Source: an optimization exercise on an open RTL-to-GDS flow (aim: small area, a short achievable clock period and few clock cycles). Production flows keep margins and buffers that such runs may drop. No functional check of the RTL was part of any run shown here. No run shown here takes its clock network from TritonCTS; it comes from the design's own scripts or RTL. The clock input has no modelled driver; a real chip could not lean on it and would need a root buffer or a full tree. No activity file was given, so power comes from the tool's default toggle rates.

**flow/design.v**
```verilog
module fifo_axi #(
    parameter DATA_WIDTH = 32,   
    parameter ADDR_WIDTH = 4     
)(
    input  wire                  clk,
    input  wire                  rst_n,
    input  wire [DATA_WIDTH-1:0] din,       
    input  wire                  hold,      
    input  wire                  push,      
    output reg                   full,
    output wire [DATA_WIDTH-1:0] dout_lo,   
    output wire [DATA_WIDTH-1:0] dout_hi,   
    input  wire                  pop,
    output reg                   empty
);
  localparam DEPTH = (1 << ADDR_WIDTH);
  reg [DATA_WIDTH-1:0] fifo_mem [0:DEPTH-1];
  reg [DEPTH-1:0] tail;    
  reg [DEPTH-1:0] head;    
  wire do_push = push && !full;
  wire do_pop  = pop && !empty;
  wire [DEPTH-1:0] tail_nxt = {tail[DEPTH-2:0], tail[DEPTH-1]};
  wire [DEPTH-1:0] head_nxt = {head[DEPTH-2:0], head[DEPTH-1]};
  reg [ADDR_WIDTH:0] count;
  reg one_left;
  reg one_free;
  wire inc = do_push && !do_pop;
  wire dec = do_pop && !do_push;
  wire two_left = (count == 2);
  wire two_free = (count == DEPTH-2);
  wire [DATA_WIDTH-1:0] pair_n [0:DEPTH/2-1];
  genvar g;
  generate
    for (g = 0; g < DEPTH/2; g = g + 1) begin : g_pair
      fifo_aoi22 #(.W(DATA_WIDTH)) u_aoi (
          .a(fifo_mem[2*g]), .sa(head[2*g]),
          .b(fifo_mem[2*g+1]), .sb(head[2*g+1]),
          .y(pair_n[g]));
    end
  endgenerate
  fifo_nand4 #(.W(DATA_WIDTH)) u_lo (
      .a(pair_n[0]), .b(pair_n[1]), .c(pair_n[2]), .d(pair_n[3]), .y(dout_lo));
  fifo_nand4 #(.W(DATA_WIDTH)) u_hi (
      .a(pair_n[4]), .b(pair_n[5]), .c(pair_n[6]), .d(pair_n[7]), .y(dout_hi));
  generate
    for (g = 0; g < DEPTH; g = g + 1) begin : g_row
      always @(posedge clk) begin
        if (tail[g] && !hold && !full)
          fifo_mem[g] <= din;
      end
    end
  endgenerate
  always @(posedge clk) begin
    if (!rst_n) begin
      tail     <= {{(DEPTH-1){1'b0}}, 1'b1};
      head     <= {DEPTH{1'b0}};
      count    <= 0;
      full     <= 1'b0;
      empty    <= 1'b1;
      one_left <= 1'b0;
      one_free <= 1'b0;
    end else begin
      if (do_push) tail <= tail_nxt;
      if (do_push && empty)
        head <= tail;
      else if (do_pop)
        head <= (one_left && !do_push) ? {DEPTH{1'b0}} : head_nxt;
      if (inc) begin
        count    <= count + 1'b1;
        empty    <= 1'b0;
        one_left <= empty;
        one_free <= two_free;
        full     <= one_free;
      end else if (dec) begin
        count    <= count - 1'b1;
        full     <= 1'b0;
        one_free <= full;
        one_left <= two_left;
        empty    <= one_left;
      end
    end
  end
endmodule
module fifo_aoi22 #(
    parameter W = 32
)(
    input  wire [W-1:0] a,
    input  wire         sa,
    input  wire [W-1:0] b,
    input  wire         sb,
    output wire [W-1:0] y
);
  assign y = ~((a & {W{sa}}) | (b & {W{sb}}));
endmodule
module fifo_nand4 #(
    parameter W = 32
)(
    input  wire [W-1:0] a,
    input  wire [W-1:0] b,
    input  wire [W-1:0] c,
    input  wire [W-1:0] d,
    output wire [W-1:0] y
);
  assign y = ~(a & b & c & d);
endmodule
module axi_pcie_fifo_accel #(
    parameter DATA_WIDTH  = 32,
    parameter ADDR_WIDTH  = 4,
    parameter ADDR_LSB    = 2       
)(
    input  wire         s_axi_aclk,
    input  wire         s_axi_aresetn,
    input  wire [31:0]  s_axi_awaddr,
    input  wire         s_axi_awvalid,
    output reg          s_axi_awready,
    input  wire [31:0]  s_axi_wdata,
    input  wire [3:0]   s_axi_wstrb,
    input  wire         s_axi_wvalid,
    output reg          s_axi_wready,
    output wire [1:0]   s_axi_bresp,
    output reg          s_axi_bvalid,
    input  wire         s_axi_bready,
    input  wire [31:0]  s_axi_araddr,
    input  wire         s_axi_arvalid,
    output reg          s_axi_arready,
    output wire [31:0]  s_axi_rdata,
    output wire [1:0]   s_axi_rresp,
    output reg          s_axi_rvalid,
    input  wire         s_axi_rready
);
  assign s_axi_bresp = 2'b00;
  assign s_axi_rresp = 2'b00;
  wire fifo_full;
  wire fifo_empty;
  wire [DATA_WIDTH-1:0] fifo_dout_lo;
  wire [DATA_WIDTH-1:0] fifo_dout_hi;
  reg aw_pend;      
  reg aw_push;      
  reg w_pend;       
  reg b_two;        
  wire aw_hs   = s_axi_awvalid && s_axi_awready;
  wire w_hs    = s_axi_wvalid && s_axi_wready;
  wire aw_have = aw_hs || aw_pend;
  wire w_have  = w_hs || w_pend;
  wire wr_done = aw_have && w_have;
  wire aw_is0  = (s_axi_awaddr[ADDR_LSB+1:ADDR_LSB] == 2'b00);
  wire push    = (aw_hs && aw_is0 && w_have) || (aw_pend && aw_push && w_hs);
  wire b_hs    = s_axi_bvalid && s_axi_bready;
  wire aw_pend_n = aw_have && !w_have;
  wire w_pend_n  = w_have && !aw_have;
  wire b_one_n   = wr_done || (s_axi_bvalid && !b_hs) || b_two;
  wire b_two_n   = wr_done ? (s_axi_bvalid && !b_hs) || b_two : (b_two && !b_hs);
  always @(posedge s_axi_aclk) begin
    if (!s_axi_aresetn) begin
      aw_pend       <= 1'b0;
      w_pend        <= 1'b0;
      b_two         <= 1'b0;
      s_axi_bvalid  <= 1'b0;
      s_axi_awready <= 1'b1;
      s_axi_wready  <= 1'b1;
    end else begin
      aw_pend       <= aw_pend_n;
      w_pend        <= w_pend_n;
      s_axi_bvalid  <= b_one_n;
      b_two         <= b_two_n;
      s_axi_awready <= !aw_pend_n && !b_two_n;
      s_axi_wready  <= !w_pend_n && !b_two_n;
    end
  end
  always @(posedge s_axi_aclk) begin
    if (aw_hs) aw_push <= aw_is0;
  end
  reg skid_v;      
  reg skid_pop;    
  reg skid_stat;   
  wire ar_hs  = s_axi_arvalid && s_axi_arready;
  wire ar_pop  = (s_axi_araddr[ADDR_LSB+1:ADDR_LSB] == 2'b01);
  wire ar_stat = (s_axi_araddr[ADDR_LSB+1:ADDR_LSB] == 2'b10);
  wire r_free = !s_axi_rvalid || s_axi_rready;
  wire r_load = r_free && (skid_v || ar_hs);
  wire t_pop  = skid_v ? skid_pop : ar_pop;
  wire t_stat = skid_v ? skid_stat : ar_stat;
  wire fifo_pop = r_free && (skid_v ? skid_pop : (ar_hs && ar_pop));
  wire skid_v_n = skid_v ? !r_free : (ar_hs && !r_free);
  always @(posedge s_axi_aclk) begin
    if (!s_axi_aresetn) begin
      s_axi_rvalid  <= 1'b0;
      s_axi_arready <= 1'b1;
      skid_v        <= 1'b0;
    end else begin
      s_axi_rvalid  <= r_load || !r_free;
      s_axi_arready <= !skid_v_n;
      skid_v        <= skid_v_n;
    end
  end
  always @(posedge s_axi_aclk) begin
    if (ar_hs) begin
      skid_pop  <= ar_pop;
      skid_stat <= ar_stat;
    end
  end
  wire [31:0] pop_val = fifo_dout_lo | fifo_dout_hi | ({32{fifo_empty}} & 32'hDEAD_DEAD);
  wire [31:0] r_val = t_pop ? pop_val
                            : {30'd0, t_stat && fifo_full, t_stat && fifo_empty};
  axi_rdata_reg u_rdata (
      .clk(s_axi_aclk),
      .d(r_load ? r_val : s_axi_rdata),
      .q(s_axi_rdata)
  );
  fifo_axi #(
      .DATA_WIDTH(DATA_WIDTH),
      .ADDR_WIDTH(ADDR_WIDTH)
  ) fifo_inst (
      .clk(s_axi_aclk),
      .rst_n(s_axi_aresetn),
      .din(s_axi_wdata),
      .hold(w_pend),
      .push(push),
      .full(fifo_full),
      .dout_lo(fifo_dout_lo),
      .dout_hi(fifo_dout_hi),
      .pop(fifo_pop),
      .empty(fifo_empty)
  );
endmodule
module axi_rdata_reg (
    input  wire        clk,
    input  wire [31:0] d,
    output reg  [31:0] q
);
  always @(posedge clk) q <= d;
endmodule
module accelerator_mod #(
   parameter DATA_W = 32,
   parameter ADDR_W = 4
)(
   input  wire            pcie_clk,           
   input  wire            pcie_rstn,
   input  wire [31:0]     pcie_axi_awaddr,
   input  wire            pcie_axi_awvalid,
   output wire            pcie_axi_awready,
   input  wire [31:0]     pcie_axi_wdata,
   input  wire [3:0]      pcie_axi_wstrb,
   input  wire            pcie_axi_wvalid,
   output wire            pcie_axi_wready,
   output wire [1:0]      pcie_axi_bresp,
   output wire            pcie_axi_bvalid,
   input  wire            pcie_axi_bready,
   input  wire [31:0]     pcie_axi_araddr,
   input  wire            pcie_axi_arvalid,
   output wire            pcie_axi_arready,
   output wire [31:0]     pcie_axi_rdata,
   output wire [1:0]      pcie_axi_rresp,
   output wire            pcie_axi_rvalid,
   input  wire            pcie_axi_rready
);
   axi_pcie_fifo_accel #(
      .DATA_WIDTH (DATA_W),
      .ADDR_WIDTH (ADDR_W)
   ) u_fifo_accel (
      .s_axi_aclk   (pcie_clk),
      .s_axi_aresetn(pcie_rstn),
      .s_axi_awaddr (pcie_axi_awaddr),
      .s_axi_awvalid(pcie_axi_awvalid),
      .s_axi_awready(pcie_axi_awready),
      .s_axi_wdata  (pcie_axi_wdata),
      .s_axi_wstrb  (pcie_axi_wstrb),
      .s_axi_wvalid (pcie_axi_wvalid),
      .s_axi_wready (pcie_axi_wready),
      .s_axi_bresp  (pcie_axi_bresp),
      .s_axi_bvalid (pcie_axi_bvalid),
      .s_axi_bready (pcie_axi_bready),
      .s_axi_araddr (pcie_axi_araddr),
      .s_axi_arvalid(pcie_axi_arvalid),
      .s_axi_arready(pcie_axi_arready),
      .s_axi_rdata  (pcie_axi_rdata),
      .s_axi_rresp  (pcie_axi_rresp),
      .s_axi_rvalid (pcie_axi_rvalid),
      .s_axi_rready (pcie_axi_rready)
   );
endmodule
```
**flow/flow/run.sh**
```bash
#!/bin/bash
# Standard layout, with plain buffers on the ports and a two-level clock tree
# (flow/mycts.tcl) in place of TritonCTS.
set -o pipefail
here=$(pwd)
echo 'export BUFFER_PORTS_ARGS = -buffer_cell sky130_fd_sc_hd__buf_2' >> config.mk
echo "export PRE_CTS_TCL = $here/flow/pre_cts.tcl" >> config.mk
bash standard.sh > standard.log 2>&1
```
**flow/flow/mycts.tcl**
```tcl
# Two-level clock tree: one root buffer fed by the clock port, driving one
# leaf buffer per cluster of flip-flops (clusters by k-means on position).
proc mycts_build {} {
  set block [ord::get_db_block]
  set db [ord::get_db]
  set clk_port [$block findBTerm pcie_clk]
  set clk_net [$clk_port getNet]
  set master [$db findMaster sky130_fd_sc_hd__clkbuf_16]
  set sinks {}
  foreach it [$clk_net getITerms] { lappend sinks $it }
  set n [llength $sinks]
  set csize [expr {[info exists ::env(MYCTS_CLUSTER)] ? $::env(MYCTS_CLUSTER) : 28}]
  set k [expr {int(ceil(double($n) / $csize))}]
  # positions
  set xs {}; set ys {}
  foreach it $sinks {
    set inst [$it getInst]
    set bb [$inst getBBox]
    lappend xs [expr {([$bb xMin] + [$bb xMax]) / 2.0}]
    lappend ys [expr {([$bb yMin] + [$bb yMax]) / 2.0}]
  }
  # init centers: grid over bounding box
  set xmin [tcl::mathfunc::min {*}$xs]; set xmax [tcl::mathfunc::max {*}$xs]
  set ymin [tcl::mathfunc::min {*}$ys]; set ymax [tcl::mathfunc::max {*}$ys]
  set g [expr {int(ceil(sqrt($k)))}]
  set cx {}; set cy {}
  for {set i 0} {$i < $k} {incr i} {
    set gx [expr {$i % $g}]; set gy [expr {$i / $g}]
    lappend cx [expr {$xmin + ($gx + 0.5) * ($xmax - $xmin) / $g}]
    lappend cy [expr {$ymin + ($gy + 0.5) * ($ymax - $ymin) / $g}]
  }
  # balanced k-means: capacity-limited greedy assignment
  set cap [expr {int(ceil(double($n) / $k)) + 2}]
  for {set iter 0} {$iter < 25} {incr iter} {
    set pairs {}
    for {set s 0} {$s < $n} {incr s} {
      set x [lindex $xs $s]; set y [lindex $ys $s]
      for {set c 0} {$c < $k} {incr c} {
        set d [expr {abs($x - [lindex $cx $c]) + abs($y - [lindex $cy $c])}]
        lappend pairs [list $d $s $c]
      }
    }
    set pairs [lsort -real -index 0 $pairs]
    set asg [lrepeat $n -1]
    set cnt [lrepeat $k 0]
    set left $n
    foreach p $pairs {
      lassign $p d s c
      if {[lindex $asg $s] >= 0} continue
      if {[lindex $cnt $c] >= $cap} continue
      lset asg $s $c
      lset cnt $c [expr {[lindex $cnt $c] + 1}]
      incr left -1
      if {$left == 0} break
    }
    set sx [lrepeat $k 0.0]; set sy [lrepeat $k 0.0]
    for {set s 0} {$s < $n} {incr s} {
      set c [lindex $asg $s]
      lset sx $c [expr {[lindex $sx $c] + [lindex $xs $s]}]
      lset sy $c [expr {[lindex $sy $c] + [lindex $ys $s]}]
    }
    for {set c 0} {$c < $k} {incr c} {
      if {[lindex $cnt $c] > 0} {
        lset cx $c [expr {[lindex $sx $c] / [lindex $cnt $c]}]
        lset cy $c [expr {[lindex $sy $c] / [lindex $cnt $c]}]
      }
    }
  }
  set nr [expr {[info exists ::env(MYCTS_ROOTS)] ? $::env(MYCTS_ROOTS) : 4}]
  set mx [expr {[tcl::mathop::+ {*}$cx] / $k}]
  set my [expr {[tcl::mathop::+ {*}$cy] / $k}]
  set rgrp {}
  for {set c 0} {$c < $k} {incr c} {
    if {$nr == 1} { lappend rgrp 0; continue }
    set q [expr {([lindex $cx $c] >= $mx ? 1 : 0) + ([lindex $cy $c] >= $my ? 2 : 0)}]
    if {$nr == 2} { set q [expr {$q & 1}] }
    lappend rgrp $q
  }
  set rnets {}
  for {set r 0} {$r < 4} {incr r} {
    set members {}
    for {set c 0} {$c < $k} {incr c} { if {[lindex $rgrp $c] == $r} { lappend members $c } }
    if {[llength $members] == 0} { lappend rnets {}; continue }
    set rx 0.0; set ry 0.0
    foreach c $members { set rx [expr {$rx + [lindex $cx $c]}]; set ry [expr {$ry + [lindex $cy $c]}] }
    set rx [expr {int($rx / [llength $members])}]; set ry [expr {int($ry / [llength $members])}]
    set root [odb::dbInst_create $block $master clkroot_$r]
    $root setLocation $rx $ry
    $root setPlacementStatus PLACED
    set rnet [odb::dbNet_create $block clknet_root_$r]
    $rnet setSigType CLOCK
    [$root findITerm A] connect $clk_net
    [$root findITerm X] connect $rnet
    lappend rnets $rnet
  }
  for {set c 0} {$c < $k} {incr c} {
    set b [odb::dbInst_create $block $master clkleaf_$c]
    $b setLocation [expr {int([lindex $cx $c])}] [expr {int([lindex $cy $c])}]
    $b setPlacementStatus PLACED
    set lnet [odb::dbNet_create $block clknet_leaf_$c]
    $lnet setSigType CLOCK
    [$b findITerm A] connect [lindex $rnets [lindex $rgrp $c]]
    [$b findITerm X] connect $lnet
    lappend leafnets $lnet
  }
  for {set s 0} {$s < $n} {incr s} {
    set it [lindex $sinks $s]
    $it disconnect
    $it connect [lindex $leafnets [lindex $asg $s]]
  }
  puts "mycts: $n sinks, $k leaf buffers, cluster cap $cap"
}
```
**flow/flow/pre_cts.tcl**
```tcl
# Replaces TritonCTS with the two-level tree of mycts.tcl.
source [file join [file dirname [info script]] mycts.tcl]
proc clock_tree_synthesis {args} { mycts_build }
```
**flow/standard.sh**
```bash
#!/bin/bash
# synth_recipe.tcl (not shown) runs the flow's synth.tcl, then flattens the netlist and writes it again
# the make line also repeats each setting of config.mk as NAME=value (left out here)
make -C /OpenROAD-flow-scripts/flow DESIGN_CONFIG=/design/flow/config.mk WORK_HOME=/design/flow/orfs CLKGATE_MAP_FILE= SYNTH_SCRIPT=/design/flow/synth_recipe.tcl "${@:-finish}"
```
**flow/config.mk**
```make
export PLATFORM = sky130hd
export DESIGN_NAME = accelerator_mod
export DESIGN_NICKNAME = accelerator_mod
export VERILOG_FILES = /design/flow/design.v
export SDC_FILE = /design/flow/constraint.sdc
export NUM_CORES = 4
export LEC_CHECK = 0
export CAP_MARGIN = 20
export CORE_MARGIN = 2
export CORE_UTILIZATION = 40
export PLACE_DENSITY = 0.6
export SETUP_SLACK_MARGIN = 0.8
export SLEW_MARGIN = 20
export SYNTH_HIERARCHICAL = 1
export BUFFER_PORTS_ARGS = -buffer_cell sky130_fd_sc_hd__buf_2
export PRE_CTS_TCL = /design/flow/flow/pre_cts.tcl
```
**flow/constraint.sdc**
```tcl
create_clock -name core_clock -period 2.8 [get_ports {pcie_clk}]
set_input_delay 0.5600 -clock core_clock [delete_from_list [all_inputs] [get_ports {pcie_clk}]]
set_output_delay 0.5600 -clock core_clock [all_outputs]
set_load 0.01 [all_outputs]
```
==> summary.txt, run 1 <==
Outcome
The run finished with no timing, DRC or antenna violations.

STA
Static timing analysis puts the maximum clock frequency at 0.397 GHz. The setup violation total in the final timing report is 0. The max-slew violation count is 0. The final worst clock skew is 0.0594 ns.

The worst hold slack after final layout is 0.451 ns. The hold violation count in the final report is 0. The accumulated negative setup slack is 0 ns. The transition time of the tightest slew-check pin is 0.883 ns.

Measured against its own limit, the worst slew margin works out to 41.1%. The share of the clock period used by the worst path after layout is 89.9%. Setup repair after global routing could not meet its margin everywhere. The smallest clock period supported by the final layout is computed as 2.52 ns.

Critical path
Data arrives at the worst endpoint at 2.72 ns. The worst-path maximum fanout is 3. Among cell families on the critical path, the largest total delay comes from simple AND/OR/NAND/NOR gates. The worst setup path is launched from a primary input.

The count of buffer and inverter cells on the critical path is 2. The class of the most critical setup path is primary input to register. The required time of the worst setup path is 3.00 ns. The largest single stage delay on the critical path is 0.38 ns. The master of the slowest instance on the critical path is or3b_4. The capturing element type of the critical path is a register. Walking the worst path, the cells encountered are buf_6 -> or3b_4 -> and2_4 -> nor2_4 -> and2b_4 -> inv_4 -> ha_4 -> fa_2 -> nand3b_1 -> a211oi_2 -> a31oi_4 -> mux2i_1. The critical path runs through a total of 12 cells. The worst register-to-register path has a depth of 11.

Die
After floorplanning, the core was divided into 86 placement rows. The starting utilization of the core area is 40.2%. The die area is 0.0571 mm2. The number of I/O pins is 148. The floorplan die width is 239 um. The core region area is 0.0549 mm2. The vertical die dimension is 239 um.

Routing
Dividing the detail-routed wire length by the instance count gives 25.6 um. The number of iterations in the first detailed-routing pass is 5. Wires add up to 54300 um. Once detail routing completed, the nets flagged for antenna violations numbered 0. The violation count after the first detailed-routing iteration is 1301. The via count normalized by instance count is 5.80. The total number of vias is 12300. In the routed design, unresolved DRC markers number 0.

Synthesis
The share of async-settable or async-resettable flops after synthesis is 0%. By area the synthesized netlist is led by edfxtp_1, a22oi_1, dfxtp_1. For this run, the register share of the synthesized area comes to 77.5%. The most frequent cell after synthesis is edfxtp_1.

The number of standard cells after synthesis is 1314. In this run, synthesis inferred 515 flip-flops with an integrated enable. Counting flops and latches in the post-synthesis netlist gives 597. The count of different cell masters after synthesis is 66.

The cell taking the most area after synthesis is edfxtp_1. Summing every instance area after synthesis gives 0.0221 mm2. The share of synthesized area in the top cell type comes to 70.1%. In the synthesized netlist the dominant register cell turns out to be edfxtp_1. The number of synthesis warnings is 11. The commonest cells after synthesis are edfxtp_1, a22oi_1, dfxtp_1.

The average size of a mapped cell is 16.8 um2.

Power
The static power due to leakage is 7.69 nW. VDD sags by at most 0.355 mV. For this design the ratio of total power to cell area is 605 mW/mm2.

CTS
The number of buffers inserted by hold repair at cts is 0. The register clock-pin slew on the reported worst setup and hold paths is 0.09 ns. The clock latency of the later-clocked register in the worst-skew pair is 0.37 ns.

Global routing
The initial antenna violation count is 3. The via count of the first global-routing pass was 12100. The first global-routing pass estimated 79700 um of wire. The residual overflow from global routing is 0.

Entering global routing, the biggest net connects 65 pins. The overall global routing resource usage is 18.8%.

Job
Across the run, the number of max-cap violations was 0.

Finish
The layout overhead on the synthesized area is 10.5%. At the end of the flow, the number of nets in the layout was 1531. The ratio of cells with drive above 1 in the final layout is 20.1%.

Min path
In this run the worst hold path is classified as register to register. The number of cells on the worst hold path is 2.

Placement
The HPWL after detailed placement is 30300 um. The port buffer count is 79. The final weighted congestion of routability-driven global placement is 0.764.
-- layout make-up --
cell class | instances | area [um2]
diodes | 3 | 7.51
plain buffers | 26 | 651
fillers | 4765 | 30500
inverters | 8 | 35.0
multi-input cells | 634 | 4500
flip-flops and latches | 597 | 17100
well taps | 704 | 881
repair buffers | 151 | 1160
-- worst register-to-register path, stage by stage, from the launching register on --
cell and delay [ns]:
dfxtp_2 0.34, or3b_4 0.37, and2_4 0.16, nor2_4 0.08
and2b_4 0.17, inv_4 0.04, ha_4 0.16, fa_2 0.34
nand3b_1 0.21, a211oi_2 0.34, a31oi_4 0.06, mux2i_1 0.12
-- registers in the layout, summed over array words and instances (netlist names), 5 cells and up --
signal / flops
u_fifo_accel.fifo_inst.count: 5
u_fifo_accel.fifo_inst.tail: 16
u_fifo_accel.fifo_inst.fifo_mem: 512
u_fifo_accel.fifo_inst.head: 16
u_fifo_accel.u_rdata.q: 32
-- path summary, 6_finish.rpt --
kind | from | end | slack (ns)
setup / recovery | pcie_axi_araddr[3] | u_fifo_accel.fifo_inst.count[4] | 0.28
hold / removal | u_fifo_accel.u_rdata.q[9] | u_fifo_accel.u_rdata.q[9] | 0.45
setup reg to reg | u_fifo_accel.skid_v | u_fifo_accel.fifo_inst.count[4] | 0.30
hold reg to reg | u_fifo_accel.u_rdata.q[9] | u_fifo_accel.u_rdata.q[9] | 0.45
-- where the power goes --
group | leakage, nW | switching (mW) | internal (mW)
Combinational | 2.02 | 0.494 | 0.282
Sequential | 5.35 | 0.0935 | 9.78
Clock | 0.320 | 2.41 | 1.69
Total | 7.69 | 2.99 | 11.8
-- logic make-up (layout without fill, tap and decap cells) --
kind of cell / Yosys count / after routing / synth area share [%]
muxes: 15 / 15 / 0.692
and+or+nand+nor: 223 / 223 / 5.39
xor gates and xnor gates: 3 / 3 / 0.119
buffers and inverters: 86 / 185 / 2.91
DFF: 597 / 597 / 77.5
AOI/OAI and AO/OA: 383 / 383 / 13.0
adders and majority gates: 6 / 6 / 0.374
other: 1 / 7 / 0.0170
-- metrics by stage --
step           area [um2]  std cells  total power, mW  setup slack [ns]  util (%)
6_report            24400       2123             14.7             0.282      44.4
5_1_grt             24400       2121             15.2             0.223      44.4
4_1_cts             24300       2117             14.0            0.0138      44.3
3_5_place_dp        23400       2079             10.8            0.0226      42.7
3_3_place_gp        23400       2079             10.8            0.0183      42.7
2_1_floorplan       22100       1317             10.5            0.0595         -
-- what timing repair did --
item                                    4_1_cts  5_1_grt
pin swaps                                    12        2
resized for setup                            24       11
setup buffers                                11        3
gates cloned                                  1        0
endpoints found under the setup margin       36       12
-- cells in the final DEF (no fill, tap or decap), types with 14 or more instances in the layout --
cell type  Yosys  layout
buf_12         1      14
o31ai_1       21      19
dfxtp_1       82      64
o21ai_1       25      26
edfxtp_1     515     515
nand2_1       77      77
o21ai_2       14      14
nor2_1        22      21
a22oi_1      257     256
buf_4          8      51
and2_2         0      16
nand4_1       65      65
clkbuf_16      0      26
buf_2         32      78
a21oi_1       27      24
-- per-layer routing --
metal	GRT usage, %	wire, um	share of wire (%)
met4	4.19	1320	2.4
met3	2.10	3350	6.2
met5	0	15	0.028
met1	25.4	22600	42
met2	32.6	27000	50
==> run 2, diff against run 1 <==
--- a/flow/design.v
+++ b/flow/design.v
@@ -11,5 +11,5 @@
     output wire [DATA_WIDTH-1:0] dout_lo,   
     output wire [DATA_WIDTH-1:0] dout_hi,   
-    input  wire                  pop,
+    input  wire                  pop,       
     output reg                   empty
 );
@@ -18,15 +18,16 @@
   reg [DEPTH-1:0] tail;    
   reg [DEPTH-1:0] head;    
-  wire do_push = push && !full;
-  wire do_pop  = pop && !empty;
+  wire do_push = push;
+  wire do_pop  = pop;
   wire [DEPTH-1:0] tail_nxt = {tail[DEPTH-2:0], tail[DEPTH-1]};
   wire [DEPTH-1:0] head_nxt = {head[DEPTH-2:0], head[DEPTH-1]};
-  reg [ADDR_WIDTH:0] count;
   reg one_left;
   reg one_free;
   wire inc = do_push && !do_pop;
   wire dec = do_pop && !do_push;
-  wire two_left = (count == 2);
-  wire two_free = (count == DEPTH-2);
+  wire [DEPTH-1:0] head_nxt2 = {head[DEPTH-3:0], head[DEPTH-1:DEPTH-2]};
+  wire [DEPTH-1:0] tail_nxt2 = {tail[DEPTH-3:0], tail[DEPTH-1:DEPTH-2]};
+  wire two_left = |(head_nxt2 & tail);
+  wire two_free = |(tail_nxt2 & head);
   wire [DATA_WIDTH-1:0] pair_n [0:DEPTH/2-1];
   genvar g;
@@ -55,5 +56,4 @@
       tail     <= {{(DEPTH-1){1'b0}}, 1'b1};
       head     <= {DEPTH{1'b0}};
-      count    <= 0;
       full     <= 1'b0;
       empty    <= 1'b1;
@@ -67,5 +67,4 @@
         head <= (one_left && !do_push) ? {DEPTH{1'b0}} : head_nxt;
       if (inc) begin
-        count    <= count + 1'b1;
         empty    <= 1'b0;
         one_left <= empty;
@@ -73,5 +72,4 @@
         full     <= one_free;
       end else if (dec) begin
-        count    <= count - 1'b1;
         full     <= 1'b0;
         one_free <= full;
@@ -145,5 +143,8 @@
   wire wr_done = aw_have && w_have;
   wire aw_is0  = (s_axi_awaddr[ADDR_LSB+1:ADDR_LSB] == 2'b00);
-  wire push    = (aw_hs && aw_is0 && w_have) || (aw_pend && aw_push && w_hs);
+  wire p_aw    = s_axi_awready && !fifo_full;
+  wire p_w     = aw_pend && aw_push && s_axi_wready && !fifo_full;
+  wire push    = (s_axi_awvalid && aw_is0 && p_aw && (w_pend || (s_axi_wvalid && s_axi_wready)))
+              || (s_axi_wvalid && p_w);
   wire b_hs    = s_axi_bvalid && s_axi_bready;
   wire aw_pend_n = aw_have && !w_have;
@@ -181,5 +182,8 @@
   wire t_pop  = skid_v ? skid_pop : ar_pop;
   wire t_stat = skid_v ? skid_stat : ar_stat;
-  wire fifo_pop = r_free && (skid_v ? skid_pop : (ar_hs && ar_pop));
+  wire q_skid  = skid_v && skid_pop && !fifo_empty;
+  wire q_ar    = !skid_v && !fifo_empty;
+  wire fifo_pop = (!s_axi_rvalid || s_axi_rready)
+               && (q_skid || (q_ar && s_axi_arvalid && ar_pop));
   wire skid_v_n = skid_v ? !r_free : (ar_hs && !r_free);
   always @(posedge s_axi_aclk) begin
--- a/flow/config.mk
+++ b/flow/config.mk
@@ -10,5 +10,5 @@
 export CORE_UTILIZATION = 40
 export PLACE_DENSITY = 0.6
-export SETUP_SLACK_MARGIN = 0.8
+export SETUP_SLACK_MARGIN = 1.3
 export SLEW_MARGIN = 20
 export SYNTH_HIERARCHICAL = 1
==> summary.txt, run 2 <==
Synthesis
The top-area cell type share of the netlist area is 71.3% (+1.3 points). The number of synthesis warnings is 11 (unchanged). The number of standard cells after synthesis is 1273 (-3.1%). The flip-flop and latch count after synthesis is 592 (-0.84%). The number of synthesized flops with an enable pin is 515 (unchanged). The sequential-to-total area share from yosys stat was 78.5% (+0.95 points).

The share of async-settable or async-resettable flops after synthesis came to 0% (unchanged). The commonest cells after synthesis are edfxtp_1, a22oi_1, dfxtp_1. The netlist area before placement is 0.0217 mm2 (-1.8%). The average size of a mapped cell was 17.0 um2 (+1.4%). edfxtp_1 takes more of the synthesized area than any other cell.

Among all flip-flop cells after synthesis, the most frequent one is edfxtp_1. The count of different cell masters after synthesis came to 48 (-27%). In the post-synthesis netlist, the biggest area contributors are edfxtp_1, a22oi_1, dfxtp_1. The most frequent cell after synthesis is edfxtp_1.

Placement
The area of placed instances came to 0.0228 mm2 (-2.5%). The placed instance count is 2001 (-3.8%). The detailed placer's ending HPWL is 28400 um (-6.2%). The port buffer count was 79 (unchanged). The final weighted congestion of routability-driven global placement was 0.767 (+0.45%). The worst setup timing slack at the placement stage came to 0.355 ns (+0.332 ns).

Finish
u_fifo_accel.fifo_inst.fifo_mem holds more flip-flops than any other register. The post-route cell area is 0.0262 mm2 (+7.3%). The number of nets in the final layout is 1611 (+5.2%). The library cell used most frequently in the layout, excluding fill and tap cells, is edfxtp_1.

The area of the multi-input gates is 0.00457 mm2 (+1.6%). The ratio of cells with drive above 1 in the final layout came to 26.7% (+6.7 points). The filler cell count came to 4412 (-7.4%). The layout overhead on the synthesized area is 20.6%. The final core utilization is 48.7% (+4.3 points).

Leaving out fill and tap cells, the most frequent cells in the layout are edfxtp_1, a22oi_1, buf_2, nand4_1, buf_12. The largest registers in the layout are u_fifo_accel.fifo_inst.fifo_mem: 512 flops, u_fifo_accel.u_rdata.q: 32 flops. The final cell count without fillers is 2199 (+3.6%). The number of flip-flops in the largest register is 512 (unchanged).

The area used by sequential logic in the layout came to 0.0171 mm2 (-0.37%).

Die
The starting utilization of the core area is 40.4% (+0.14 points). The die area was 0.0561 mm2 (-1.8%). The core region area is 0.0537 mm2 (-2.1%). The vertical die dimension is 237 um (-0.89%).

The floorplan die width is 237 um (-0.89%). The number of placement rows is 85 (-1.2%). The number of I/O pins is 148 (unchanged).

STA
The final setup slack of the worst path is 0.762 ns (+0.479 ns). The minimum period implied by the final worst setup slack came to 2.04 ns (-0.479 ns). The setup violation total in the final timing report was 0 (unchanged). Setup repair after global routing could not meet its margin everywhere. The worst hold slack after final layout was 0.446 ns (-0.00493 ns).

The share of the clock period used by the worst path after layout is 72.8% (-17 points). The accumulated negative setup slack is 0 ns (unchanged). The worst slew margin relative to its limit is 58.4% (+17 points). The hold violation count in the final report is 0 (unchanged).

The transition time of the tightest slew-check pin is 0.623 ns (-0.260 ns). The maximum clock frequency came to 0.491 GHz (+24%). The max-slew violation count is 0 (unchanged).

The final worst clock skew is 0.0869 ns (+0.0275 ns).

Critical path
The required time of the worst setup path is 3.10 ns (+0.10 ns). The worst-path maximum fanout came to 7 (+4). STA classifies the critical path endpoint as a register. The signal arrival time at the worst endpoint was 2.34 ns (-0.38 ns). The critical path in this run is classified as register to register. STA classifies the critical path startpoint as a register.

Routing
The wire length after detailed routing is 65000 um (+20%). The number of iterations in the first detailed-routing pass is 6 (+1). The violation count after the first detailed-routing iteration is 1823 (+40%).

The final antenna-violating net count is 0 (unchanged). The via count normalized by instance count is 6.10 (+5.1%). The routed wire length per instance is 29.6 um (+16%). The number of remaining DRC errors came to 0 (unchanged). The total number of vias came to 13400 (+8.8%).

Power
The worst voltage drop across the vdd grid came to 0.333 mV (-6.4%). The total power per unit cell area is 567 mW/mm2 (-6.2%). The total power draw is 14.8 mW (+0.65%).

The static power due to leakage is 8.48 nW (+10%).

CTS
The clock latency of the later-clocked register in the worst-skew pair is 0.39 ns (+0.02 ns). The register clock-pin slew on the reported worst setup and hold paths is 0.10 ns (about the same). The number of buffers inserted by hold repair at cts is 0 (unchanged).

Global routing
The via count of the first global-routing pass was 12100 (+0.0083%). The pin count of the biggest net entering global routing is 38 (-42%). The wire length of the first global-routing pass was 83300 um (+4.5%). The overall global routing resource usage was 20.0% (+1.2 points). The initial antenna violation count came to 3 (unchanged). The residual overflow from global routing was 0 (unchanged).

Min path
The worst hold path class is register to register.

Outcome
The run finished with no timing, DRC or antenna violations.

Job
The count of maximum capacitance violations was 0 (unchanged).
-- run 2: power by group --
group | total, mW | switching [mW] | internal (mW)
clock | 4.13 | 2.44 | 1.69
sequential | 9.79 | 0.0910 | 9.70
combinational | 0.917 | 0.560 | 0.356
-- run 2: timing repair --
| item | in CTS | in global routing |
|---|---|---|
| setup buffers | 58 | 89 |
| pin swaps | 5 | 28 |
| cloned | 16 | 7 |
| resized for setup | 82 | 71 |
| setup endpoints to repair | 583 | 299 |
-- run 2: worst paths after layout --
check                             start                              end  slack [ns]  depth (start not counted)
max                 u_fifo_accel.skid_v  u_fifo_accel.fifo_inst.one_left        0.76                          8
min          u_fifo_accel.u_rdata.q[17]       u_fifo_accel.u_rdata.q[17]        0.45                          2
max reg2reg         u_fifo_accel.skid_v  u_fifo_accel.fifo_inst.one_left        0.76                          8
min reg2reg  u_fifo_accel.u_rdata.q[17]       u_fifo_accel.u_rdata.q[17]        0.45                          2
-- run 2: routing by layer --
layer,track usage [%],routed length (um),up-vias
met5,0,0,-
met4,4.39,2350,0
met3,3.08,6130,117
met2,32.3,29900,766
met1,28.8,26600,6857
li1,-,-,5669
-- run 2: worst max-delay path, cell delays in order (launching register included) --
cell and delay [ns]:
dfxtp_4 0.39, or3b_4 0.38, and2_4 0.16, nor4_4 0.19
inv_2 0.09, ha_4 0.25, buf_6 0.13, a221oi_2 0.26
o21a_1 0.15
-- run 2: cell families (layout without fill, tap and decap cells) --
logic type	count (synthesis)	in the layout	share of synthesized area, %
other	1	6	0.0173
and+or+nand+nor	211	224	5.24
DFF	592	592	78.5
AOI/OAI and AO/OA	372	373	12.8
adders and majority gates	1	1	0.0577
muxes	17	17	0.791
buffers and inverters	79	290	2.64
-- run 2: final cells by class --
cell class,instances,share of cell area (%)
Inverter,4,0.0718
Timing Repair inverter,1,0.0191
Multi-Input combinational cell,619,17.5
Antenna cell,2,0.0191
Buffer,26,2.49
Tap cell,696,3.33
Sequential cell,592,65.3
Timing Repair Buffer,259,11.3
==> run 3, diff against run 2 <==
--- a/flow/config.mk
+++ b/flow/config.mk
@@ -10,5 +10,5 @@
 export CORE_UTILIZATION = 40
 export PLACE_DENSITY = 0.6
-export SETUP_SLACK_MARGIN = 1.3
+export SETUP_SLACK_MARGIN = 0.8
 export SLEW_MARGIN = 20
 export SYNTH_HIERARCHICAL = 1
==> summary.txt, run 3 <==
STA
The hold violation count in the final report was 0 (unchanged). Setup repair after global routing could not meet its margin everywhere. The minimum period implied by the final worst setup slack is 1.97 ns (-0.0726 ns). The worst slew margin relative to its limit is 26.6% (-32 points). The share of the clock period used by the worst path after layout was 70.2% (-2.6 points).

The final worst clock skew is 0.0744 ns (-0.0125 ns). The maximum clock frequency is 0.509 GHz (+3.7%). The transition time of the tightest slew-check pin is 1.10 ns (+0.479 ns). The accumulated negative setup slack was 0 ns (unchanged). The setup violation total in the final timing report was 0 (unchanged). The max-slew violation count came to 0 (unchanged). The worst hold slack after final layout is 0.450 ns (+0.00377 ns).

Routing
The total number of vias is 12100 (-9.7%). The number of remaining DRC errors is 0 (unchanged). The number of iterations in the first detailed-routing pass was 5 (-1). The via count normalized by instance count is 5.93 (-2.8%). The routed wire length per instance came to 25.4 um (-14%). The final antenna-violating net count is 0 (unchanged).

The wire length after detailed routing is 52000 um (-20%). The violation count after the first detailed-routing iteration is 1181 (-35%).

Die
The floorplan die width came to 237 um (unchanged). The number of placement rows is 85 (unchanged). The vertical die dimension is 237 um (unchanged). The die area came to 0.0561 mm2 (unchanged).

The core region area is 0.0537 mm2 (unchanged). The starting utilization of the core area is 40.4% (unchanged). The number of I/O pins was 148 (unchanged).

Power
The net switching power came to 2.96 mW (-4.4%). The total power per unit cell area is 615 mW/mm2 (+8.4%). The static power due to leakage was 7.37 nW (-13%).

The sequential group share of total power came to 67.4% (+1.4 points). The switching share of power is 20.3% (-0.54 points). The portion of total power attributed to combinational logic was 4.3% (-1.9 points). The total internal power is 11.6 mW (-1.2%).

The power share of the clock group came to 28.3% (+0.5 points). The worst voltage drop across the vdd grid is 0.342 mV (+2.6%).

Synthesis
The post-synthesis mux area share is 0.791% (unchanged). The netlist area before placement is 0.0217 mm2 (unchanged). The post-synthesis adder-cell area fraction is 0.0577% (unchanged). The number of synthesis warnings is 11 (unchanged). In the synthesized netlist the dominant register cell turns out to be edfxtp_1. The fraction of the mapped netlist area in compound gates is 12.8% (unchanged). After synthesis, the largest family of logic cells by area is compound AO/OA/AOI/OAI gates. The flip-flop and latch count after synthesis is 592 (unchanged).

The most frequent cell after synthesis is edfxtp_1. The top-area cell type share of the netlist area came to 71.3% (unchanged). After synthesis, the most frequently instantiated cells are edfxtp_1, a22oi_1, dfxtp_1. The simple-gate area share of the yosys netlist is 5.24% (unchanged). Yosys attributes the largest share of cell area to edfxtp_1, a22oi_1, dfxtp_1. The sequential-to-total area share from yosys stat is 78.5% (unchanged). The count of different cell masters after synthesis is 48 (unchanged). The share of the synthesized netlist area taken by xor and xnor gates is 0% (unchanged). The number of synthesized flops with an enable pin is 515 (unchanged). The average size of a mapped cell came to 17.0 um2 (unchanged).

The share of async-settable or async-resettable flops after synthesis is 0% (unchanged). The cell taking the most area after synthesis is edfxtp_1. The number of standard cells after synthesis was 1273 (unchanged).

Finish
The ratio of cells with drive above 1 in the final layout is 15.6% (-11 points). The library cells used most frequently in the layout, excluding fill and tap cells, are edfxtp_1, a22oi_1, buf_2, nand4_1, dfxtp_1. The filler cell count came to 4624 (+4.8%). u_fifo_accel.fifo_inst.fifo_mem holds more flip-flops than any other register. The largest registers in the layout are u_fifo_accel.fifo_inst.fifo_mem: 512 flops, u_fifo_accel.u_rdata.q: 32 flops. The library cell used most frequently in the layout, excluding fill and tap cells, is edfxtp_1. The number of flip-flops in the largest register is 512 (unchanged). The area growth from synthesis to layout is 9.28%.

The number of nets in the final layout is 1454 (-9.7%).

Critical path
The signal arrival time at the worst endpoint is 2.30 ns (-0.04 ns). The launching element type of the critical path is a register. The required time of the worst setup path is 3.14 ns (+0.04 ns). The capturing element type of the critical path is a register. The class of the most critical setup path is register to register. The worst-path maximum fanout is 6 (-1).

Outcome
The flow ran to the end and the layout has no timing, DRC or antenna violations.

Global routing
The wire length of the first global-routing pass is 76100 um (-8.6%). The pin count of the biggest net entering global routing came to 40 (+5.3%). The initial antenna violation count is 1 (-2).

The via count of the first global-routing pass is 11600 (-3.8%). The overall global routing resource usage is 17.9% (-2.1 points). The residual overflow from global routing was 0 (unchanged).

Placement
The final weighted congestion of routability-driven global placement is 0.755 (-1.6%). The port buffer count came to 79 (unchanged). The detailed placer's ending HPWL came to 26900 um (-5.2%).

Min path
The worst hold path class is register to register.

CTS
The register clock-pin slew on the reported worst setup and hold paths is 0.11 ns (about the same). The clock latency of the later-clocked register in the worst-skew pair was 0.38 ns (about the same).

Job
The count of maximum capacitance violations is 0 (unchanged).
## run 3: area by class of cell
cell class	instances	area [um2]	area share, %
Sequential cell	592	17100	72.0
Multi-Input combinational cell	605	4210	17.8
Timing Repair Buffer	117	885	3.73
Tap cell	696	871	3.68
Buffer	26	651	2.75
Inverter	4	15.0	0.0634
Antenna cell	3	7.51	0.0317
## run 3: timing repair
item                       CTS  global route
gates resized for setup      8            16
hold buffers                 0             0
setup endpoints to repair   53            31
setup buffers                4             3
pin swaps                    3             7
## run 3: metrics by stage
| step | power, mW | std cells | instance area (um2) | utilization [%] | worst slack (ns) |
|---|---|---|---|---|---|
| final | 14.6 | 2043 | 23700 | 44.1 | 0.834 |
| after global routing | 15.0 | 2040 | 23700 | 44.1 | 0.760 |
| after CTS | 13.8 | 2037 | 23600 | 44.0 | 0.415 |
| after detailed placement | 10.6 | 2007 | 22900 | 42.6 | 0.340 |
| after global placement | 10.6 | 2007 | 22900 | 42.6 | 0.365 |
| after floorplan | 10.3 | 1276 | 21700 | - | 0.394 |
## run 3: power by group through the flow
stage	clock (mW)	sequential, mW	combinational, mW
floorplan	0	10.0	0.309
global placement	0	10.0	0.602
detailed placement	0	10.0	0.620
CTS	3.14	10.0	0.629
global route	4.48	9.83	0.694
finish	4.12	9.81	0.628
## run 3: kinds of logic (layout without fill, tap and decap cells)
kind of cell	Yosys count	count (layout)
fa+ha+maj	1	1
simple gates	211	211
mux	17	17
compound gates	372	372
flops	592	592
buf+inv	79	147
other cells	1	7
## run 3: per-layer routing
layer / track usage (%) / share of wire, %
met3: 1.94 / 7.2
met2: 28.7 / 47
met5: 0 / 0
met1: 26.9 / 44
met4: 3.03 / 1.6
## run 3: worst max-delay path: stages, from the launching register on
cell and delay [ns]:
dfxtp_4 0.37, or3b_4 0.37, and2_4 0.16, nor4_4 0.18, inv_2 0.10, ha_4 0.33
nor2_4 0.04, a221oi_2 0.24, o21a_1 0.14
## run 3: final timing paths
path,from,endpoint,slack [ns],depth (start not counted)
worst max-delay path,u_fifo_accel.skid_v,u_fifo_accel.fifo_inst.one_left,0.83,8
worst min-delay path,u_fifo_accel.u_rdata.q[27],u_fifo_accel.u_rdata.q[27],0.45,2
worst max register to register,u_fifo_accel.skid_v,u_fifo_accel.fifo_inst.one_left,0.83,8
worst min register to register,u_fifo_accel.u_rdata.q[27],u_fifo_accel.u_rdata.q[27],0.45,2
==> run 4, diff against run 3 <==
--- a/flow/design.v
+++ b/flow/design.v
@@ -18,16 +18,14 @@
   reg [DEPTH-1:0] tail;    
   reg [DEPTH-1:0] head;    
-  wire do_push = push;
-  wire do_pop  = pop;
-  wire [DEPTH-1:0] tail_nxt = {tail[DEPTH-2:0], tail[DEPTH-1]};
-  wire [DEPTH-1:0] head_nxt = {head[DEPTH-2:0], head[DEPTH-1]};
-  reg one_left;
-  reg one_free;
-  wire inc = do_push && !do_pop;
-  wire dec = do_pop && !do_push;
+  reg one_left;            
+  reg one_free;            
+  wire [DEPTH-1:0] tail_nxt  = {tail[DEPTH-2:0], tail[DEPTH-1]};
+  wire [DEPTH-1:0] head_nxt  = {head[DEPTH-2:0], head[DEPTH-1]};
   wire [DEPTH-1:0] head_nxt2 = {head[DEPTH-3:0], head[DEPTH-1:DEPTH-2]};
   wire [DEPTH-1:0] tail_nxt2 = {tail[DEPTH-3:0], tail[DEPTH-1:DEPTH-2]};
   wire two_left = |(head_nxt2 & tail);
   wire two_free = |(tail_nxt2 & head);
+  wire [DEPTH-1:0] head_push = empty ? tail : head;
+  wire [DEPTH-1:0] head_pop  = one_left ? {DEPTH{1'b0}} : head_nxt;
   wire [DATA_WIDTH-1:0] pair_n [0:DEPTH/2-1];
   genvar g;
@@ -60,21 +58,17 @@
       one_left <= 1'b0;
       one_free <= 1'b0;
-    end else begin
-      if (do_push) tail <= tail_nxt;
-      if (do_push && empty)
-        head <= tail;
-      else if (do_pop)
-        head <= (one_left && !do_push) ? {DEPTH{1'b0}} : head_nxt;
-      if (inc) begin
-        empty    <= 1'b0;
-        one_left <= empty;
-        one_free <= two_free;
-        full     <= one_free;
-      end else if (dec) begin
-        full     <= 1'b0;
-        one_free <= full;
-        one_left <= two_left;
-        empty    <= one_left;
-      end
+    end else if (push) begin
+      tail     <= tail_nxt;
+      head     <= head_push;
+      empty    <= 1'b0;
+      one_left <= empty;
+      one_free <= two_free;
+      full     <= one_free;
+    end else if (pop) begin
+      head     <= head_pop;
+      full     <= 1'b0;
+      one_free <= full;
+      one_left <= two_left;
+      empty    <= one_left;
     end
   end
@@ -111,18 +105,18 @@
     input  wire [31:0]  s_axi_awaddr,
     input  wire         s_axi_awvalid,
-    output reg          s_axi_awready,
+    output wire         s_axi_awready,
     input  wire [31:0]  s_axi_wdata,
     input  wire [3:0]   s_axi_wstrb,
     input  wire         s_axi_wvalid,
-    output reg          s_axi_wready,
+    output wire         s_axi_wready,
     output wire [1:0]   s_axi_bresp,
-    output reg          s_axi_bvalid,
+    output wire         s_axi_bvalid,
     input  wire         s_axi_bready,
     input  wire [31:0]  s_axi_araddr,
     input  wire         s_axi_arvalid,
-    output reg          s_axi_arready,
+    output wire         s_axi_arready,
     output wire [31:0]  s_axi_rdata,
     output wire [1:0]   s_axi_rresp,
-    output reg          s_axi_rvalid,
+    output wire         s_axi_rvalid,
     input  wire         s_axi_rready
 );
@@ -133,38 +127,43 @@
   wire [DATA_WIDTH-1:0] fifo_dout_lo;
   wire [DATA_WIDTH-1:0] fifo_dout_hi;
+  reg awready;      
+  reg wready;
+  reg bvalid;
   reg aw_pend;      
   reg aw_push;      
   reg w_pend;       
   reg b_two;        
-  wire aw_hs   = s_axi_awvalid && s_axi_awready;
-  wire w_hs    = s_axi_wvalid && s_axi_wready;
+  wire aw_hs   = s_axi_awvalid && awready;
+  wire w_hs    = s_axi_wvalid && wready;
   wire aw_have = aw_hs || aw_pend;
   wire w_have  = w_hs || w_pend;
   wire wr_done = aw_have && w_have;
   wire aw_is0  = (s_axi_awaddr[ADDR_LSB+1:ADDR_LSB] == 2'b00);
-  wire p_aw    = s_axi_awready && !fifo_full;
-  wire p_w     = aw_pend && aw_push && s_axi_wready && !fifo_full;
-  wire push    = (s_axi_awvalid && aw_is0 && p_aw && (w_pend || (s_axi_wvalid && s_axi_wready)))
+  wire p_aw    = awready && !fifo_full;
+  wire p_w     = aw_pend && aw_push && wready && !fifo_full;
+  wire push    = (s_axi_awvalid && aw_is0 && p_aw && (w_pend || (s_axi_wvalid && wready)))
               || (s_axi_wvalid && p_w);
-  wire b_hs    = s_axi_bvalid && s_axi_bready;
+  wire b_hs    = bvalid && s_axi_bready;
   wire aw_pend_n = aw_have && !w_have;
   wire w_pend_n  = w_have && !aw_have;
-  wire b_one_n   = wr_done || (s_axi_bvalid && !b_hs) || b_two;
-  wire b_two_n   = wr_done ? (s_axi_bvalid && !b_hs) || b_two : (b_two && !b_hs);
+  wire b_one_n   = wr_done || (bvalid && !b_hs) || b_two;
+  wire b_two_n   = wr_done ? (bvalid && !b_hs) || b_two : (b_two && !b_hs);
+  wire awready_n = !aw_pend_n && !b_two_n;
+  wire wready_n  = !w_pend_n && !b_two_n;
   always @(posedge s_axi_aclk) begin
     if (!s_axi_aresetn) begin
-      aw_pend       <= 1'b0;
-      w_pend        <= 1'b0;
-      b_two         <= 1'b0;
-      s_axi_bvalid  <= 1'b0;
-      s_axi_awready <= 1'b1;
-      s_axi_wready  <= 1'b1;
+      aw_pend <= 1'b0;
+      w_pend  <= 1'b0;
+      b_two   <= 1'b0;
+      bvalid  <= 1'b0;
+      awready <= 1'b1;
+      wready  <= 1'b1;
     end else begin
-      aw_pend       <= aw_pend_n;
-      w_pend        <= w_pend_n;
-      s_axi_bvalid  <= b_one_n;
-      b_two         <= b_two_n;
-      s_axi_awready <= !aw_pend_n && !b_two_n;
-      s_axi_wready  <= !w_pend_n && !b_two_n;
+      aw_pend <= aw_pend_n;
+      w_pend  <= w_pend_n;
+      bvalid  <= b_one_n;
+      b_two   <= b_two_n;
+      awready <= awready_n;
+      wready  <= wready_n;
     end
   end
@@ -172,28 +171,30 @@
     if (aw_hs) aw_push <= aw_is0;
   end
+  axi_reg1 #(.INIT(1'b1)) u_awready (.clk(s_axi_aclk), .rst_n(s_axi_aresetn), .d(awready_n), .q(s_axi_awready));
+  axi_reg1 #(.INIT(1'b1)) u_wready  (.clk(s_axi_aclk), .rst_n(s_axi_aresetn), .d(wready_n),  .q(s_axi_wready));
+  axi_reg1 #(.INIT(1'b0)) u_bvalid  (.clk(s_axi_aclk), .rst_n(s_axi_aresetn), .d(b_one_n),   .q(s_axi_bvalid));
+  reg rvalid;      
   reg skid_v;      
   reg skid_pop;    
   reg skid_stat;   
-  wire ar_hs  = s_axi_arvalid && s_axi_arready;
+  wire ar_hs   = s_axi_arvalid && !skid_v;
   wire ar_pop  = (s_axi_araddr[ADDR_LSB+1:ADDR_LSB] == 2'b01);
   wire ar_stat = (s_axi_araddr[ADDR_LSB+1:ADDR_LSB] == 2'b10);
-  wire r_free = !s_axi_rvalid || s_axi_rready;
-  wire r_load = r_free && (skid_v || ar_hs);
-  wire t_pop  = skid_v ? skid_pop : ar_pop;
-  wire t_stat = skid_v ? skid_stat : ar_stat;
+  wire r_free  = !rvalid || s_axi_rready;
+  wire r_load  = r_free && (skid_v || ar_hs);
+  wire t_pop   = skid_v ? skid_pop : ar_pop;
+  wire t_stat  = skid_v ? skid_stat : ar_stat;
   wire q_skid  = skid_v && skid_pop && !fifo_empty;
   wire q_ar    = !skid_v && !fifo_empty;
-  wire fifo_pop = (!s_axi_rvalid || s_axi_rready)
-               && (q_skid || (q_ar && s_axi_arvalid && ar_pop));
+  wire fifo_pop = r_free && (q_skid || (q_ar && s_axi_arvalid && ar_pop));
   wire skid_v_n = skid_v ? !r_free : (ar_hs && !r_free);
+  wire rvalid_n = r_load || !r_free;
   always @(posedge s_axi_aclk) begin
     if (!s_axi_aresetn) begin
-      s_axi_rvalid  <= 1'b0;
-      s_axi_arready <= 1'b1;
-      skid_v        <= 1'b0;
+      rvalid <= 1'b0;
+      skid_v <= 1'b0;
     end else begin
-      s_axi_rvalid  <= r_load || !r_free;
-      s_axi_arready <= !skid_v_n;
-      skid_v        <= skid_v_n;
+      rvalid <= rvalid_n;
+      skid_v <= skid_v_n;
     end
   end
@@ -204,12 +205,18 @@
     end
   end
-  wire [31:0] pop_val = fifo_dout_lo | fifo_dout_hi | ({32{fifo_empty}} & 32'hDEAD_DEAD);
-  wire [31:0] r_val = t_pop ? pop_val
-                            : {30'd0, t_stat && fifo_full, t_stat && fifo_empty};
-  axi_rdata_reg u_rdata (
-      .clk(s_axi_aclk),
-      .d(r_load ? r_val : s_axi_rdata),
-      .q(s_axi_rdata)
-  );
+  axi_reg1 #(.INIT(1'b1)) u_arready (.clk(s_axi_aclk), .rst_n(s_axi_aresetn), .d(!skid_v_n), .q(s_axi_arready));
+  axi_reg1 #(.INIT(1'b0)) u_rvalid  (.clk(s_axi_aclk), .rst_n(s_axi_aresetn), .d(rvalid_n),  .q(s_axi_rvalid));
+  wire s_pop  = r_load && t_pop;
+  wire s_dead = r_load && t_pop && fifo_empty;
+  wire s_stat = r_load && t_stat;
+  wire [31:0] x_val = ({32{s_dead}} & 32'hDEAD_DEAD)
+                    | {30'd0, s_stat && fifo_full, s_stat && fifo_empty};
+  wire [31:0] n_lo, n_hi;
+  wire [31:0] n_qx = ~(({32{!r_load}} & s_axi_rdata) | x_val);
+  wire [31:0] rdata_d;
+  axi_nand2s u_nlo (.a(fifo_dout_lo), .s(s_pop), .y(n_lo));
+  axi_nand2s u_nhi (.a(fifo_dout_hi), .s(s_pop), .y(n_hi));
+  axi_nand3  u_d   (.a(n_lo), .b(n_hi), .c(n_qx), .y(rdata_d));
+  axi_rdata_reg u_rdata (.clk(s_axi_aclk), .d(rdata_d), .q(s_axi_rdata));
   fifo_axi #(
       .DATA_WIDTH(DATA_WIDTH),
@@ -235,4 +242,29 @@
   always @(posedge clk) q <= d;
 endmodule
+module axi_reg1 #(
+    parameter INIT = 1'b0
+)(
+    input  wire clk,
+    input  wire rst_n,
+    input  wire d,
+    output reg  q
+);
+  always @(posedge clk) q <= rst_n ? d : INIT;
+endmodule
+module axi_nand2s (
+    input  wire [31:0] a,
+    input  wire        s,
+    output wire [31:0] y
+);
+  assign y = ~(a & {32{s}});
+endmodule
+module axi_nand3 (
+    input  wire [31:0] a,
+    input  wire [31:0] b,
+    input  wire [31:0] c,
+    output wire [31:0] y
+);
+  assign y = ~(a & b & c);
+endmodule
 module accelerator_mod #(
    parameter DATA_W = 32,
--- a/flow/config.mk
+++ b/flow/config.mk
@@ -10,5 +10,5 @@
 export CORE_UTILIZATION = 40
 export PLACE_DENSITY = 0.6
-export SETUP_SLACK_MARGIN = 0.8
+export SETUP_SLACK_MARGIN = 1.1
 export SLEW_MARGIN = 20
 export SYNTH_HIERARCHICAL = 1
==> summary.txt, run 4 <==
Critical path
The reg-to-reg endpoint is u_fifo_accel.u_rdata.q[23]. The startpoint identified for the worst register-to-register timing path is u_fifo_accel.skid_v. The worst-path maximum fanout is 6 (unchanged).

The launching element type of the critical path is a register. The slack of the worst reg-to-reg path is 0.87 ns (+0.03 ns). The capturing element type of the critical path is a register. The most critical setup path has its endpoint at u_fifo_accel.u_rdata.q[23]. The required time of the worst setup path is 3.09 ns (-0.05 ns). The signal arrival time at the worst endpoint was 2.22 ns (-0.08 ns).

The critical path starts at u_fifo_accel.skid_v. The setup path with the least slack is of type register to register. The path depth of the worst reg2reg path came to 8 (unchanged).

Finish
The library cells used most frequently in the layout, excluding fill and tap cells, are edfxtp_1, a22oi_1, buf_4, buf_2, nand4_1. The layout overhead on the synthesized area is 15.8%. The total inserted antenna cells came to 0 (-3). The largest register by flop count is u_fifo_accel.fifo_inst.fifo_mem. The leading cell type in the layout, fill and taps excluded is edfxtp_1.

In the final layout, the registers with the most flip-flops are u_fifo_accel.fifo_inst.fifo_mem: 512 flops, u_fifo_accel.u_rdata.q: 32 flops. The number of nets in the final layout came to 1584 (+8.9%). The number of flip-flops in the largest register is 512 (unchanged). The ratio of cells with drive above 1 in the final layout came to 23.3% (+7.7 points).

Synthesis
The netlist area before placement is 0.0220 mm2 (+1.4%). Ranked by total cell area, the synthesized netlist is headed by edfxtp_1, a22oi_1, dfxtp_1. Sorting the synthesized cells by how often they occur yields edfxtp_1, a22oi_1, dfxtp_1, nand2_1, nand4_1. The share of async-settable or async-resettable flops after synthesis is 0% (unchanged). The average size of a mapped cell is 16.8 um2 (-1.6%). The count of different cell masters after synthesis is 47 (-2.1%). The top-area cell type share of the netlist area is 70.4% (-0.95 points). The flip-flop and latch count after synthesis was 596 (+0.68%). The cell taking the most area after synthesis is edfxtp_1. The most frequent cell after synthesis is edfxtp_1.

In the synthesized netlist the dominant register cell turns out to be edfxtp_1. The number of synthesis warnings is 13 (+2). The number of standard cells after synthesis is 1311 (+3.0%). The number of synthesized flops with an enable pin was 515 (unchanged). The sequential-to-total area share from yosys stat is 77.8% (-0.69 points).

STA
The max-slew violation count was 0 (unchanged). The minimum period implied by the final worst setup slack is 1.93 ns (-0.0344 ns). The hold violation count in the final report came to 0 (unchanged). Setup repair after global routing could not meet its margin everywhere. The worst hold slack after final layout is 0.470 ns (+0.0207 ns). The share of the clock period used by the worst path after layout is 69.0% (-1.2 points). The worst slew margin relative to its limit is 28.6% (+2.0 points). The setup violation total in the final timing report is 0 (unchanged). The transition time of the tightest slew-check pin is 1.07 ns (-0.0304 ns). The accumulated negative setup slack came to 0 ns (unchanged). The maximum clock frequency is 0.518 GHz (+1.8%).

The final worst clock skew was 0.0404 ns (-0.0339 ns).

Global routing
The wire length of the first global-routing pass came to 82400 um (+8.2%). The initial antenna violation count is 2 (+1). The via count of the first global-routing pass is 12300 (+5.3%). The residual overflow from global routing is 0 (unchanged). The overall global routing resource usage came to 19.4% (+1.5 points). The pin count of the biggest net entering global routing came to 47 (+18%).

Power
The total power draw is 15.6 mW (+6.9%). The worst voltage drop across the vdd grid came to 0.411 mV (+20%). The portion of total power attributed to combinational logic was 8.9% (+4.6 points). The sequential group share of total power is 64.7% (-2.7 points). The total power per unit cell area is 612 mW/mm2 (-0.53%). The net switching power is 3.49 mW (+18%). The switching share of power is 22.4% (+2.1 points). The static power due to leakage was 8.52 nW (+15%).

The total internal power was 12.1 mW (+4.0%). The power share of the clock group is 26.4% (-1.9 points).

Placement
The detailed placer's ending HPWL is 28900 um (+7.3%). The final weighted congestion of routability-driven global placement came to 0.757 (+0.32%). The port buffer count was 79 (unchanged).

Job
The count of maximum capacitance violations is 0 (unchanged).

Routing
The number of remaining DRC errors came to 0 (unchanged). The violation count after the first detailed-routing iteration is 1103 (-6.6%). The number of iterations in the first detailed-routing pass is 5 (unchanged).

The via count normalized by instance count is 5.84 (-1.4%). The total number of vias is 12700 (+4.8%). The wire length after detailed routing was 57100 um (+9.9%). The routed wire length per instance is 26.3 um (+3.4%). The final antenna-violating net count is 0 (unchanged).

Die
The number of placement rows is 85 (unchanged). The die area came to 0.0568 mm2 (+1.3%). The vertical die dimension came to 238 um (+0.67%). The number of I/O pins is 148 (unchanged). The floorplan die width is 238 um (+0.67%). The starting utilization of the core area is 40.7% (+0.31 points). The core region area is 0.0540 mm2 (+0.59%).

CTS
The clock latency of the later-clocked register in the worst-skew pair is 0.38 ns (about the same). The number of buffers inserted by hold repair at cts is 0 (unchanged). The register clock-pin slew on the reported worst setup and hold paths came to 0.10 ns (about the same).

Min path
The min-delay analysis places its worst path in the category primary input to register.

Outcome
The run finished with no timing, DRC or antenna violations.
==> run 4: changes by cell type in the layout (fill, tap and decap cells not counted), sizes merged, moves of 4 or more <==
cell	previous run	this run
buf	117	207
nand2	41	81
nand3	4	36
o31ai	22	0
a21oi	9	28
and3	19	1
nor2	43	25
nor2b	5	23
o21ai	41	23
a21o	1	6
dfxtp	77	81
==> run 4: critical path, cell delays in order (launching register included) <==
cell and delay [ns]:
dfxtp_4 0.37, or3b_4 0.38, buf_6 0.13, a2111oi_4 0.36, buf_4 0.17, buf_8 0.14, buf_12 0.17, a21oi_2 0.04
nand3_1 0.09
==> run 4: Yosys stat by module (local to each module, per instance), excerpt <==
module | copies in the design | cells inside | area (um2) | flops+latches
axi_rdata_reg | 1 | 32 | 641 | 32
axi_nand2s | 2 | 35 | 154 | 0
axi_nand3 | 1 | 32 | 160 | 0
==> run 4: what timing repair did <==
| action | 4_1_cts | 5_1_grt |
|---|---|---|
| gates resized for setup | 108 | 33 |
| buffers inserted | 19 | 56 |
| setup endpoints to repair | 382 | 348 |
| pin swaps | 38 | 26 |
| cloned | 13 | 2 |
==> run 4: logic make-up (layout without fill, tap and decap cells) <==
group / after synthesis / after routing / share of synthesized area (%)
DFF: 596 / 596 / 77.8
AOI/OAI and AO/OA: 352 / 353 / 12.1
and+or+nand+nor: 264 / 265 / 6.20
buffers and inverters: 79 / 238 / 2.99
muxes: 19 / 19 / 0.871
other: 1 / 4 / 0.0171
==> run 4: per-stage QoR <==
stage	area (um2)	instances	utilization, %	setup slack [ns]
floorplan	22000	1314	-	0.713
global placement	23200	2054	42.9	0.450
detailed placement	23200	2054	42.9	0.420
CTS	24800	2112	45.8	0.556
global route	25400	2171	47.1	0.780
finish	25400	2171	47.1	0.869
==> run 4: worst min path at each step <==
stage                     cells past startpoint                          end                             from  slack [ns]
after floorplan                               2  u_fifo_accel.fifo_inst.full  u_fifo_accel.fifo_inst.one_free        0.47
after global placement                        2   u_fifo_accel.u_rdata.q[17]       u_fifo_accel.u_rdata.q[17]        0.45
after detailed placement                      2   u_fifo_accel.u_rdata.q[20]       u_fifo_accel.u_rdata.q[20]        0.47
after CTS                                     2   u_fifo_accel.u_rdata.q[11]       u_fifo_accel.u_rdata.q[11]        0.46
after global routing                          2         u_fifo_accel.aw_push               pcie_axi_awaddr[3]        0.45
final                                         2        u_fifo_accel.skid_pop               pcie_axi_araddr[3]        0.47
==> run 4: power groups by stage <==
stage	Clock [mW]	Combinational (mW)	Sequential (mW)
floorplan	0	0.692	10.2
global placement	0	1.13	10.3
detailed placement	0	1.14	10.3
CTS	3.14	1.34	10.3
global route	4.46	1.49	10.1
finish	4.11	1.38	10.1
==> run 4: layout make-up <==
| type | count | area [um2] |
|---|---|---|
| timing repair buffer | 209 | 2140 |
| fill | 4625 | 28600 |
| multi-input combinational | 641 | 4660 |
| sequential | 596 | 17100 |
| buffer | 26 | 651 |
| tap | 696 | 871 |
| inverter | 3 | 11.3 |
==> run 4: routing by layer <==
metal  GRT usage (%)  part of all wire [%]  up-vias
met2            32.5                    49      405
met1            27.6                    43     6612
met5               0                 0.032        -
met3            1.85                   5.7       60
li1                -                     -     5603
met4            4.41                   2.5        4

afterwards: timing with drivers on the ports:
No port has a modelled driver above. Below, the same layouts with a new extraction and two added sets of constraints. Step 1 (the two cells are an assumption about what drives the block):
set clk [get_ports {pcie_clk}]
set_driving_cell -lib_cell sky130_fd_sc_hd__clkbuf_16 $clk
set_driving_cell -lib_cell sky130_fd_sc_hd__buf_2 [delete_from_list [all_inputs] $clk]
Step 2 also shifts input and output timing later by t, the mid clock arrival at the registers, as if the neighbouring blocks saw the same clock. a / b / c = ideal ports / drivers / drivers and shift; a / b = the first two.
| run | t (ns) | setup WS [ns] | worst setup path after step 2 | slew at the worst register clock pin (ns) |
|---|---|---|---|---|
| run 1 | 0.454 | 0.282 / 0.300 / -0.089 | input to register | 0.11 / 0.11 |
| run 2 | 0.462 | 0.762 / 0.762 / 0.458 | input to register | 0.11 / 0.11 |
| run 3 | 0.454 | 0.834 / 0.834 / 0.533 | input to register | 0.11 / 0.11 |
| run 4 | 0.472 | 0.869 / 0.869 / 0.529 | input to register | 0.11 / 0.11 |
Met with ideal ports but missed after step 2: setup timing in run 1. For run 1, which loses most, drivers alone change the setup slack by +0.018 ns; drivers and shift together by -0.371 ns.
